This design comes from an exercise in tuning for small area on the open sky130 flow, not from production work. The RTL was checked by simulation tests, not by an equivalence proof against the original design.

==> 04-06: inputs <==
## conv_top
module conv_top (
   input  logic         clk,
   input  logic         rst,
   input  logic [511:0] image,
   input  logic [71:0]  kernel,
   output logic [287:0] conv_out,
   output logic         layer_done_out
);
clock: 11.0 ns
lec_check: 0
cap_margin: 20
core_margin: 2
core_utilization: 30
gpl_timing_driven: 0
place_density: 0.6
setup_slack_margin: 0.2
slew_margin: 20
synth_hierarchical: 1
synth_minimum_keep_size: 0
standard.sh (not shown) runs the stock make flow with config.mk's settings and CLKGATE_MAP_FILE= SYNTH_SCRIPT=/design/flow/synth_recipe.tcl, a recipe that flattens the netlist after the stock synthesis.
==> flow/flow/run.sh <==
#!/bin/bash
# The standard layout (standard.sh, with the standard synthesis unchanged),
# with changes that only affect cell sizes:
#  - after synthesis, combinational cells that abc upsized are set back to
#    drive strength 1 (flow/downsize.tcl); the repair steps of the layout
#    upsize again where timing, slew or load need it;
#  - the port buffers that global placement inserts use buf_1;
#  - clock tree synthesis uses clkbuf_4/clkbuf_8 and adds no dummy loads.
# Each step's full output is in synth.log, downsize.log and layout.log here
# (and ORFS's per-step logs under orfs/logs).
set -e
export CTS_ARGS="-sink_clustering_enable -repair_clock_nets -dont_use_dummy_load -buf_list {sky130_fd_sc_hd__clkbuf_4 sky130_fd_sc_hd__clkbuf_8}"
export BUFFER_PORTS_ARGS="-buffer_cell sky130_fd_sc_hd__buf_1"
bash standard.sh synth > synth.log 2>&1
openroad -no_init -exit flow/downsize.tcl > downsize.log 2>&1
bash standard.sh > layout.log 2>&1
==> flow/flow/downsize.tcl <==
# Set combinational cells of the synthesized netlist to drive strength 1.
set odb orfs/results/sky130hd/conv_top/base/1_synth.odb
read_db $odb
set db [ord::get_db]
set block [ord::get_db_block]
set n 0
foreach inst [$block getInsts] {
   set m [$inst getMaster]
   set name [$m getName]
   if {[regexp {^(sky130_fd_sc_hd__([a-z0-9]+))_([0-9]+)$} $name -> base kind drive]} {
      if {$drive <= 1} continue
      if {[regexp {^(df|edf|sdf|dl|sdl|clk|conb|tap|fill|decap|diode|lpflow|probe)} $kind]} continue
      set new [$db findMaster ${base}_1]
      if {$new == "NULL" || $new == ""} continue
      $inst swapMaster $new
      incr n
   }
}
puts "downsized $n instances"
write_db $odb
==> 12-27 (differences from 04-06) <==
--- a/flow/design.v
+++ b/flow/design.v
@@ -59,55 +59,58 @@
    end
 end
 always_ff @(posedge clk) begin
    p0 <= pn[0];
    p1 <= pn[1];
    p2 <= pn[2];
 end
-wire [7:0] w0 = {kernel[7] & (|kernel[0 +: 7]), kernel[0 +: 7]};
+logic [8:0] nz;
+always_ff @(posedge clk)
+   for (int n = 0; n < 9; n++) nz[n] <= |kernel[n*8 +: 6];
+wire [7:0] w0 = {kernel[7] & (kernel[6] | nz[0]), kernel[0 +: 7]};
 wire [2:0] e0_0 = {w0[1] & w0[0], w0[1] & ~w0[0], ~w0[1] & w0[0]};
 wire [2:0] e0_1 = {w0[3] & w0[2], w0[3] & ~w0[2], ~w0[3] & w0[2]};
 wire [2:0] e0_2 = {w0[5] & w0[4], w0[5] & ~w0[4], ~w0[5] & w0[4]};
 wire [2:0] e0_3 = {w0[7] & ~w0[6], w0[7] & w0[6], ~w0[7] & w0[6]};
-wire [7:0] w1 = {kernel[15] & (|kernel[8 +: 7]), kernel[8 +: 7]};
+wire [7:0] w1 = {kernel[15] & (kernel[14] | nz[1]), kernel[8 +: 7]};
 wire [2:0] e1_0 = {w1[1] & w1[0], w1[1] & ~w1[0], ~w1[1] & w1[0]};
 wire [2:0] e1_1 = {w1[3] & w1[2], w1[3] & ~w1[2], ~w1[3] & w1[2]};
 wire [2:0] e1_2 = {w1[5] & w1[4], w1[5] & ~w1[4], ~w1[5] & w1[4]};
 wire [2:0] e1_3 = {w1[7] & ~w1[6], w1[7] & w1[6], ~w1[7] & w1[6]};
-wire [7:0] w2 = {kernel[23] & (|kernel[16 +: 7]), kernel[16 +: 7]};
+wire [7:0] w2 = {kernel[23] & (kernel[22] | nz[2]), kernel[16 +: 7]};
 wire [2:0] e2_0 = {w2[1] & w2[0], w2[1] & ~w2[0], ~w2[1] & w2[0]};
 wire [2:0] e2_1 = {w2[3] & w2[2], w2[3] & ~w2[2], ~w2[3] & w2[2]};
 wire [2:0] e2_2 = {w2[5] & w2[4], w2[5] & ~w2[4], ~w2[5] & w2[4]};
 wire [2:0] e2_3 = {w2[7] & ~w2[6], w2[7] & w2[6], ~w2[7] & w2[6]};
-wire [7:0] w3 = {kernel[31] & (|kernel[24 +: 7]), kernel[24 +: 7]};
+wire [7:0] w3 = {kernel[31] & (kernel[30] | nz[3]), kernel[24 +: 7]};
 wire [2:0] e3_0 = {w3[1] & w3[0], w3[1] & ~w3[0], ~w3[1] & w3[0]};
 wire [2:0] e3_1 = {w3[3] & w3[2], w3[3] & ~w3[2], ~w3[3] & w3[2]};
 wire [2:0] e3_2 = {w3[5] & w3[4], w3[5] & ~w3[4], ~w3[5] & w3[4]};
 wire [2:0] e3_3 = {w3[7] & ~w3[6], w3[7] & w3[6], ~w3[7] & w3[6]};
-wire [7:0] w4 = {kernel[39] & (|kernel[32 +: 7]), kernel[32 +: 7]};
+wire [7:0] w4 = {kernel[39] & (kernel[38] | nz[4]), kernel[32 +: 7]};
 wire [2:0] e4_0 = {w4[1] & w4[0], w4[1] & ~w4[0], ~w4[1] & w4[0]};
 wire [2:0] e4_1 = {w4[3] & w4[2], w4[3] & ~w4[2], ~w4[3] & w4[2]};
 wire [2:0] e4_2 = {w4[5] & w4[4], w4[5] & ~w4[4], ~w4[5] & w4[4]};
 wire [2:0] e4_3 = {w4[7] & ~w4[6], w4[7] & w4[6], ~w4[7] & w4[6]};
-wire [7:0] w5 = {kernel[47] & (|kernel[40 +: 7]), kernel[40 +: 7]};
+wire [7:0] w5 = {kernel[47] & (kernel[46] | nz[5]), kernel[40 +: 7]};
 wire [2:0] e5_0 = {w5[1] & w5[0], w5[1] & ~w5[0], ~w5[1] & w5[0]};
 wire [2:0] e5_1 = {w5[3] & w5[2], w5[3] & ~w5[2], ~w5[3] & w5[2]};
 wire [2:0] e5_2 = {w5[5] & w5[4], w5[5] & ~w5[4], ~w5[5] & w5[4]};
 wire [2:0] e5_3 = {w5[7] & ~w5[6], w5[7] & w5[6], ~w5[7] & w5[6]};
-wire [7:0] w6 = {kernel[55] & (|kernel[48 +: 7]), kernel[48 +: 7]};
+wire [7:0] w6 = {kernel[55] & (kernel[54] | nz[6]), kernel[48 +: 7]};
 wire [2:0] e6_0 = {w6[1] & w6[0], w6[1] & ~w6[0], ~w6[1] & w6[0]};
 wire [2:0] e6_1 = {w6[3] & w6[2], w6[3] & ~w6[2], ~w6[3] & w6[2]};
 wire [2:0] e6_2 = {w6[5] & w6[4], w6[5] & ~w6[4], ~w6[5] & w6[4]};
 wire [2:0] e6_3 = {w6[7] & ~w6[6], w6[7] & w6[6], ~w6[7] & w6[6]};
-wire [7:0] w7 = {kernel[63] & (|kernel[56 +: 7]), kernel[56 +: 7]};
+wire [7:0] w7 = {kernel[63] & (kernel[62] | nz[7]), kernel[56 +: 7]};
 wire [2:0] e7_0 = {w7[1] & w7[0], w7[1] & ~w7[0], ~w7[1] & w7[0]};
 wire [2:0] e7_1 = {w7[3] & w7[2], w7[3] & ~w7[2], ~w7[3] & w7[2]};
 wire [2:0] e7_2 = {w7[5] & w7[4], w7[5] & ~w7[4], ~w7[5] & w7[4]};
 wire [2:0] e7_3 = {w7[7] & ~w7[6], w7[7] & w7[6], ~w7[7] & w7[6]};
-wire [7:0] w8 = {kernel[71] & (|kernel[64 +: 7]), kernel[64 +: 7]};
+wire [7:0] w8 = {kernel[71] & (kernel[70] | nz[8]), kernel[64 +: 7]};
 wire [2:0] e8_0 = {w8[1] & w8[0], w8[1] & ~w8[0], ~w8[1] & w8[0]};
 wire [2:0] e8_1 = {w8[3] & w8[2], w8[3] & ~w8[2], ~w8[3] & w8[2]};
 wire [2:0] e8_2 = {w8[5] & w8[4], w8[5] & ~w8[4], ~w8[5] & w8[4]};
 wire [2:0] e8_3 = {w8[7] & ~w8[6], w8[7] & w8[6], ~w8[7] & w8[6]};
 wire [7:0] p0n = ~p0;
 wire [9:0] p0x3;
 wire [8:1] p0c3;
==> flow/config.mk (replaced) <==
export PLATFORM = sky130hd
export DESIGN_NAME = conv_top
export DESIGN_NICKNAME = conv_top
export VERILOG_FILES = /design/flow/design.v
export SDC_FILE = /design/flow/constraint.sdc
export NUM_CORES = 4
export LEC_CHECK = 0
export CAP_MARGIN = 20
export CORE_MARGIN = 2
export CORE_UTILIZATION = 40
export GPL_TIMING_DRIVEN = 0
export PLACE_DENSITY = 0.6
export SLEW_MARGIN = 20
export SYNTH_HIERARCHICAL = 1
export SYNTH_MINIMUM_KEEP_SIZE = 0
==> 09-18 (differences from 04-06) <==
--- a/flow/design.v
+++ b/flow/design.v
@@ -59,55 +59,58 @@
    end
 end
 always_ff @(posedge clk) begin
    p0 <= pn[0];
    p1 <= pn[1];
    p2 <= pn[2];
 end
-wire [7:0] w0 = {kernel[7] & (|kernel[0 +: 7]), kernel[0 +: 7]};
+logic [8:0] nz;
+always_ff @(posedge clk)
+   for (int n = 0; n < 9; n++) nz[n] <= |kernel[n*8 +: 6];
+wire [7:0] w0 = {kernel[7] & (kernel[6] | nz[0]), kernel[0 +: 7]};
 wire [2:0] e0_0 = {w0[1] & w0[0], w0[1] & ~w0[0], ~w0[1] & w0[0]};
 wire [2:0] e0_1 = {w0[3] & w0[2], w0[3] & ~w0[2], ~w0[3] & w0[2]};
 wire [2:0] e0_2 = {w0[5] & w0[4], w0[5] & ~w0[4], ~w0[5] & w0[4]};
 wire [2:0] e0_3 = {w0[7] & ~w0[6], w0[7] & w0[6], ~w0[7] & w0[6]};
-wire [7:0] w1 = {kernel[15] & (|kernel[8 +: 7]), kernel[8 +: 7]};
+wire [7:0] w1 = {kernel[15] & (kernel[14] | nz[1]), kernel[8 +: 7]};
 wire [2:0] e1_0 = {w1[1] & w1[0], w1[1] & ~w1[0], ~w1[1] & w1[0]};
 wire [2:0] e1_1 = {w1[3] & w1[2], w1[3] & ~w1[2], ~w1[3] & w1[2]};
 wire [2:0] e1_2 = {w1[5] & w1[4], w1[5] & ~w1[4], ~w1[5] & w1[4]};
 wire [2:0] e1_3 = {w1[7] & ~w1[6], w1[7] & w1[6], ~w1[7] & w1[6]};
-wire [7:0] w2 = {kernel[23] & (|kernel[16 +: 7]), kernel[16 +: 7]};
+wire [7:0] w2 = {kernel[23] & (kernel[22] | nz[2]), kernel[16 +: 7]};
 wire [2:0] e2_0 = {w2[1] & w2[0], w2[1] & ~w2[0], ~w2[1] & w2[0]};
 wire [2:0] e2_1 = {w2[3] & w2[2], w2[3] & ~w2[2], ~w2[3] & w2[2]};
 wire [2:0] e2_2 = {w2[5] & w2[4], w2[5] & ~w2[4], ~w2[5] & w2[4]};
 wire [2:0] e2_3 = {w2[7] & ~w2[6], w2[7] & w2[6], ~w2[7] & w2[6]};
-wire [7:0] w3 = {kernel[31] & (|kernel[24 +: 7]), kernel[24 +: 7]};
+wire [7:0] w3 = {kernel[31] & (kernel[30] | nz[3]), kernel[24 +: 7]};
 wire [2:0] e3_0 = {w3[1] & w3[0], w3[1] & ~w3[0], ~w3[1] & w3[0]};
 wire [2:0] e3_1 = {w3[3] & w3[2], w3[3] & ~w3[2], ~w3[3] & w3[2]};
 wire [2:0] e3_2 = {w3[5] & w3[4], w3[5] & ~w3[4], ~w3[5] & w3[4]};
 wire [2:0] e3_3 = {w3[7] & ~w3[6], w3[7] & w3[6], ~w3[7] & w3[6]};
-wire [7:0] w4 = {kernel[39] & (|kernel[32 +: 7]), kernel[32 +: 7]};
+wire [7:0] w4 = {kernel[39] & (kernel[38] | nz[4]), kernel[32 +: 7]};
 wire [2:0] e4_0 = {w4[1] & w4[0], w4[1] & ~w4[0], ~w4[1] & w4[0]};
 wire [2:0] e4_1 = {w4[3] & w4[2], w4[3] & ~w4[2], ~w4[3] & w4[2]};
 wire [2:0] e4_2 = {w4[5] & w4[4], w4[5] & ~w4[4], ~w4[5] & w4[4]};
 wire [2:0] e4_3 = {w4[7] & ~w4[6], w4[7] & w4[6], ~w4[7] & w4[6]};
-wire [7:0] w5 = {kernel[47] & (|kernel[40 +: 7]), kernel[40 +: 7]};
+wire [7:0] w5 = {kernel[47] & (kernel[46] | nz[5]), kernel[40 +: 7]};
 wire [2:0] e5_0 = {w5[1] & w5[0], w5[1] & ~w5[0], ~w5[1] & w5[0]};
 wire [2:0] e5_1 = {w5[3] & w5[2], w5[3] & ~w5[2], ~w5[3] & w5[2]};
 wire [2:0] e5_2 = {w5[5] & w5[4], w5[5] & ~w5[4], ~w5[5] & w5[4]};
 wire [2:0] e5_3 = {w5[7] & ~w5[6], w5[7] & w5[6], ~w5[7] & w5[6]};
-wire [7:0] w6 = {kernel[55] & (|kernel[48 +: 7]), kernel[48 +: 7]};
+wire [7:0] w6 = {kernel[55] & (kernel[54] | nz[6]), kernel[48 +: 7]};
 wire [2:0] e6_0 = {w6[1] & w6[0], w6[1] & ~w6[0], ~w6[1] & w6[0]};
 wire [2:0] e6_1 = {w6[3] & w6[2], w6[3] & ~w6[2], ~w6[3] & w6[2]};
 wire [2:0] e6_2 = {w6[5] & w6[4], w6[5] & ~w6[4], ~w6[5] & w6[4]};
 wire [2:0] e6_3 = {w6[7] & ~w6[6], w6[7] & w6[6], ~w6[7] & w6[6]};
-wire [7:0] w7 = {kernel[63] & (|kernel[56 +: 7]), kernel[56 +: 7]};
+wire [7:0] w7 = {kernel[63] & (kernel[62] | nz[7]), kernel[56 +: 7]};
 wire [2:0] e7_0 = {w7[1] & w7[0], w7[1] & ~w7[0], ~w7[1] & w7[0]};
 wire [2:0] e7_1 = {w7[3] & w7[2], w7[3] & ~w7[2], ~w7[3] & w7[2]};
 wire [2:0] e7_2 = {w7[5] & w7[4], w7[5] & ~w7[4], ~w7[5] & w7[4]};
 wire [2:0] e7_3 = {w7[7] & ~w7[6], w7[7] & w7[6], ~w7[7] & w7[6]};
-wire [7:0] w8 = {kernel[71] & (|kernel[64 +: 7]), kernel[64 +: 7]};
+wire [7:0] w8 = {kernel[71] & (kernel[70] | nz[8]), kernel[64 +: 7]};
 wire [2:0] e8_0 = {w8[1] & w8[0], w8[1] & ~w8[0], ~w8[1] & w8[0]};
 wire [2:0] e8_1 = {w8[3] & w8[2], w8[3] & ~w8[2], ~w8[3] & w8[2]};
 wire [2:0] e8_2 = {w8[5] & w8[4], w8[5] & ~w8[4], ~w8[5] & w8[4]};
 wire [2:0] e8_3 = {w8[7] & ~w8[6], w8[7] & w8[6], ~w8[7] & w8[6]};
 wire [7:0] p0n = ~p0;
 wire [9:0] p0x3;
 wire [8:1] p0c3;
==> flow/config.mk (replaced) <==
export PLATFORM = sky130hd
export DESIGN_NAME = conv_top
export DESIGN_NICKNAME = conv_top
export VERILOG_FILES = /design/flow/design.v
export SDC_FILE = /design/flow/constraint.sdc
export NUM_CORES = 4
export LEC_CHECK = 0
export CAP_MARGIN = 20
export CORE_MARGIN = 2
export CORE_UTILIZATION = 35
export GPL_TIMING_DRIVEN = 0
export PLACE_DENSITY = 0.6
export SETUP_SLACK_MARGIN = 0.15
export SLEW_MARGIN = 20
export SYNTH_HIERARCHICAL = 1
export SYNTH_MINIMUM_KEEP_SIZE = 0
==> 09-25 (differences from 04-06) <==
--- a/flow/design.v
+++ b/flow/design.v
@@ -59,55 +59,58 @@
    end
 end
 always_ff @(posedge clk) begin
    p0 <= pn[0];
    p1 <= pn[1];
    p2 <= pn[2];
 end
-wire [7:0] w0 = {kernel[7] & (|kernel[0 +: 7]), kernel[0 +: 7]};
+logic [8:0] nz;
+always_ff @(posedge clk)
+   for (int n = 0; n < 9; n++) nz[n] <= |kernel[n*8 +: 6];
+wire [7:0] w0 = {kernel[7] & (kernel[6] | nz[0]), kernel[0 +: 7]};
 wire [2:0] e0_0 = {w0[1] & w0[0], w0[1] & ~w0[0], ~w0[1] & w0[0]};
 wire [2:0] e0_1 = {w0[3] & w0[2], w0[3] & ~w0[2], ~w0[3] & w0[2]};
 wire [2:0] e0_2 = {w0[5] & w0[4], w0[5] & ~w0[4], ~w0[5] & w0[4]};
 wire [2:0] e0_3 = {w0[7] & ~w0[6], w0[7] & w0[6], ~w0[7] & w0[6]};
-wire [7:0] w1 = {kernel[15] & (|kernel[8 +: 7]), kernel[8 +: 7]};
+wire [7:0] w1 = {kernel[15] & (kernel[14] | nz[1]), kernel[8 +: 7]};
 wire [2:0] e1_0 = {w1[1] & w1[0], w1[1] & ~w1[0], ~w1[1] & w1[0]};
 wire [2:0] e1_1 = {w1[3] & w1[2], w1[3] & ~w1[2], ~w1[3] & w1[2]};
 wire [2:0] e1_2 = {w1[5] & w1[4], w1[5] & ~w1[4], ~w1[5] & w1[4]};
 wire [2:0] e1_3 = {w1[7] & ~w1[6], w1[7] & w1[6], ~w1[7] & w1[6]};
-wire [7:0] w2 = {kernel[23] & (|kernel[16 +: 7]), kernel[16 +: 7]};
+wire [7:0] w2 = {kernel[23] & (kernel[22] | nz[2]), kernel[16 +: 7]};
 wire [2:0] e2_0 = {w2[1] & w2[0], w2[1] & ~w2[0], ~w2[1] & w2[0]};
 wire [2:0] e2_1 = {w2[3] & w2[2], w2[3] & ~w2[2], ~w2[3] & w2[2]};
 wire [2:0] e2_2 = {w2[5] & w2[4], w2[5] & ~w2[4], ~w2[5] & w2[4]};
 wire [2:0] e2_3 = {w2[7] & ~w2[6], w2[7] & w2[6], ~w2[7] & w2[6]};
-wire [7:0] w3 = {kernel[31] & (|kernel[24 +: 7]), kernel[24 +: 7]};
+wire [7:0] w3 = {kernel[31] & (kernel[30] | nz[3]), kernel[24 +: 7]};
 wire [2:0] e3_0 = {w3[1] & w3[0], w3[1] & ~w3[0], ~w3[1] & w3[0]};
 wire [2:0] e3_1 = {w3[3] & w3[2], w3[3] & ~w3[2], ~w3[3] & w3[2]};
 wire [2:0] e3_2 = {w3[5] & w3[4], w3[5] & ~w3[4], ~w3[5] & w3[4]};
 wire [2:0] e3_3 = {w3[7] & ~w3[6], w3[7] & w3[6], ~w3[7] & w3[6]};
-wire [7:0] w4 = {kernel[39] & (|kernel[32 +: 7]), kernel[32 +: 7]};
+wire [7:0] w4 = {kernel[39] & (kernel[38] | nz[4]), kernel[32 +: 7]};
 wire [2:0] e4_0 = {w4[1] & w4[0], w4[1] & ~w4[0], ~w4[1] & w4[0]};
 wire [2:0] e4_1 = {w4[3] & w4[2], w4[3] & ~w4[2], ~w4[3] & w4[2]};
 wire [2:0] e4_2 = {w4[5] & w4[4], w4[5] & ~w4[4], ~w4[5] & w4[4]};
 wire [2:0] e4_3 = {w4[7] & ~w4[6], w4[7] & w4[6], ~w4[7] & w4[6]};
-wire [7:0] w5 = {kernel[47] & (|kernel[40 +: 7]), kernel[40 +: 7]};
+wire [7:0] w5 = {kernel[47] & (kernel[46] | nz[5]), kernel[40 +: 7]};
 wire [2:0] e5_0 = {w5[1] & w5[0], w5[1] & ~w5[0], ~w5[1] & w5[0]};
 wire [2:0] e5_1 = {w5[3] & w5[2], w5[3] & ~w5[2], ~w5[3] & w5[2]};
 wire [2:0] e5_2 = {w5[5] & w5[4], w5[5] & ~w5[4], ~w5[5] & w5[4]};
 wire [2:0] e5_3 = {w5[7] & ~w5[6], w5[7] & w5[6], ~w5[7] & w5[6]};
-wire [7:0] w6 = {kernel[55] & (|kernel[48 +: 7]), kernel[48 +: 7]};
+wire [7:0] w6 = {kernel[55] & (kernel[54] | nz[6]), kernel[48 +: 7]};
 wire [2:0] e6_0 = {w6[1] & w6[0], w6[1] & ~w6[0], ~w6[1] & w6[0]};
 wire [2:0] e6_1 = {w6[3] & w6[2], w6[3] & ~w6[2], ~w6[3] & w6[2]};
 wire [2:0] e6_2 = {w6[5] & w6[4], w6[5] & ~w6[4], ~w6[5] & w6[4]};
 wire [2:0] e6_3 = {w6[7] & ~w6[6], w6[7] & w6[6], ~w6[7] & w6[6]};
-wire [7:0] w7 = {kernel[63] & (|kernel[56 +: 7]), kernel[56 +: 7]};
+wire [7:0] w7 = {kernel[63] & (kernel[62] | nz[7]), kernel[56 +: 7]};
 wire [2:0] e7_0 = {w7[1] & w7[0], w7[1] & ~w7[0], ~w7[1] & w7[0]};
 wire [2:0] e7_1 = {w7[3] & w7[2], w7[3] & ~w7[2], ~w7[3] & w7[2]};
 wire [2:0] e7_2 = {w7[5] & w7[4], w7[5] & ~w7[4], ~w7[5] & w7[4]};
 wire [2:0] e7_3 = {w7[7] & ~w7[6], w7[7] & w7[6], ~w7[7] & w7[6]};
-wire [7:0] w8 = {kernel[71] & (|kernel[64 +: 7]), kernel[64 +: 7]};
+wire [7:0] w8 = {kernel[71] & (kernel[70] | nz[8]), kernel[64 +: 7]};
 wire [2:0] e8_0 = {w8[1] & w8[0], w8[1] & ~w8[0], ~w8[1] & w8[0]};
 wire [2:0] e8_1 = {w8[3] & w8[2], w8[3] & ~w8[2], ~w8[3] & w8[2]};
 wire [2:0] e8_2 = {w8[5] & w8[4], w8[5] & ~w8[4], ~w8[5] & w8[4]};
 wire [2:0] e8_3 = {w8[7] & ~w8[6], w8[7] & w8[6], ~w8[7] & w8[6]};
 wire [7:0] p0n = ~p0;
 wire [9:0] p0x3;
 wire [8:1] p0c3;
--- a/flow/config.mk
+++ b/flow/config.mk
@@ -6,11 +6,10 @@
 export NUM_CORES = 4
 export LEC_CHECK = 0
 export CAP_MARGIN = 20
 export CORE_MARGIN = 2
 export CORE_UTILIZATION = 30
 export GPL_TIMING_DRIVEN = 0
 export PLACE_DENSITY = 0.6
-export SETUP_SLACK_MARGIN = 0.2
 export SLEW_MARGIN = 20
 export SYNTH_HIERARCHICAL = 1
 export SYNTH_MINIMUM_KEEP_SIZE = 0
==> impl_results.md <==
- Outcome: finished clean
- Vias after detailed routing: 23,960
- FF-to-FF setup slack: 340 ps
- Largest regs: ring x288, s1 x19, s0 x18
- Crit Reg-Reg Endpoint: s0[17]
- Clk sinks: about 360
- CP Cell Sequence: buf_1, or4_1, o41ai_4, nor2_1, a221oi_1, fa_1, fa_1, fa_1, fa_1, fa_1, fa_1, fa_1, fa_1, fa_1, fa_1, fa_1, fa_1, fa_1, a21oi_1, or4_1, nand4_1, o2bb2ai_1
That was 04-06.
==> impl_results.md <==
- Vias after detailed routing: about 24,000
- Seq/total area: about 25%
- Largest regs: ring x288, s1 x19, s0 x18
- Outcome: finished clean
- FF-to-FF setup slack: between 100 and 150 ps
- Crit Reg-Reg Endpoint: s1[18]
- Clk sinks: 365
That was 09-25.
==> impl_results.md <==
- Fail Step: I/O pin placement (3_2_place_iop)
- YS warnings: 7
- Initial Util: roughly two fifths
- Outcome: did not finish
- Die H: ~240 microns
- Die Wd: approximately 240 microns
- Synthesized cell area: around 23,000 sq um
- Syn Nets: between 2,000 and 3,000
- Cells after Synth: around 1,800
- Cell row count: 87
- Syn Area/Cell: between 10 and 15 sq um
- Tool Error: [ERROR PPL-0024] Number of IO pins (875) exceeds maximum number of available positions (874). Increase the die perimeter from 971.52um to 1190.00um.
That was 12-27.
==> impl_results.md <==
- Clk sinks: 365
- Vias after detailed routing: around 24,000
- Number of instances in the placed design: between 3,000 and 4,000
- Largest regs: ring x288, s1 x19, s0 x18
- Outcome: finished clean
- Largest net degree at the start of global routing: 48
- FF-to-FF setup slack: between 200 and 300 ps
- Final-layout clock buffer total: 59
- Crit Reg-Reg Endpoint: s1[18]
- GRT busiest layer: met2
That was 09-18.

==> port drivers added, routing unchanged <==
The flow's constraints put no driver on any port. The routed layouts listed below were extracted and timed again, unchanged, in two steps.
Step 1 (the two cells are an assumption about what drives the block):
set clk [get_ports {clk}]
set_driving_cell -lib_cell sky130_fd_sc_hd__clkbuf_16 $clk
set_driving_cell -lib_cell sky130_fd_sc_hd__buf_2 [delete_from_list [all_inputs] $clk]
Step 2 adds t to the input delays and takes it off the output delays; t is the mean of the earliest and latest rising clock arrival at the registers after step 1. Input paths then give back, and output paths get back, about the clock's delay inside the block.
a / b / c = no drivers / after step 1 / after step 2; a / b = the first two.
run	shift t [ns]	setup slack, ns	worst hold slack (ns)	worst setup path at the end	cell pins on the clock port's net
04-06	0.653	0.241 / 0.273 / -0.380	0.319 / 0.319 / 0.319	input to register	1
09-18	0.697	0.257 / 0.257 / -0.284	0.270 / 0.270 / 0.270	input to register	1
09-25	0.721	0.131 / 0.131 / -0.328	0.213 / 0.213 / 0.213	input to register	1
Met with ideal ports but missed after step 2: setup timing in every run listed. The setup slack of 04-06, which loses most, moves by +0.032 ns with the drivers and by -0.621 ns with both steps.
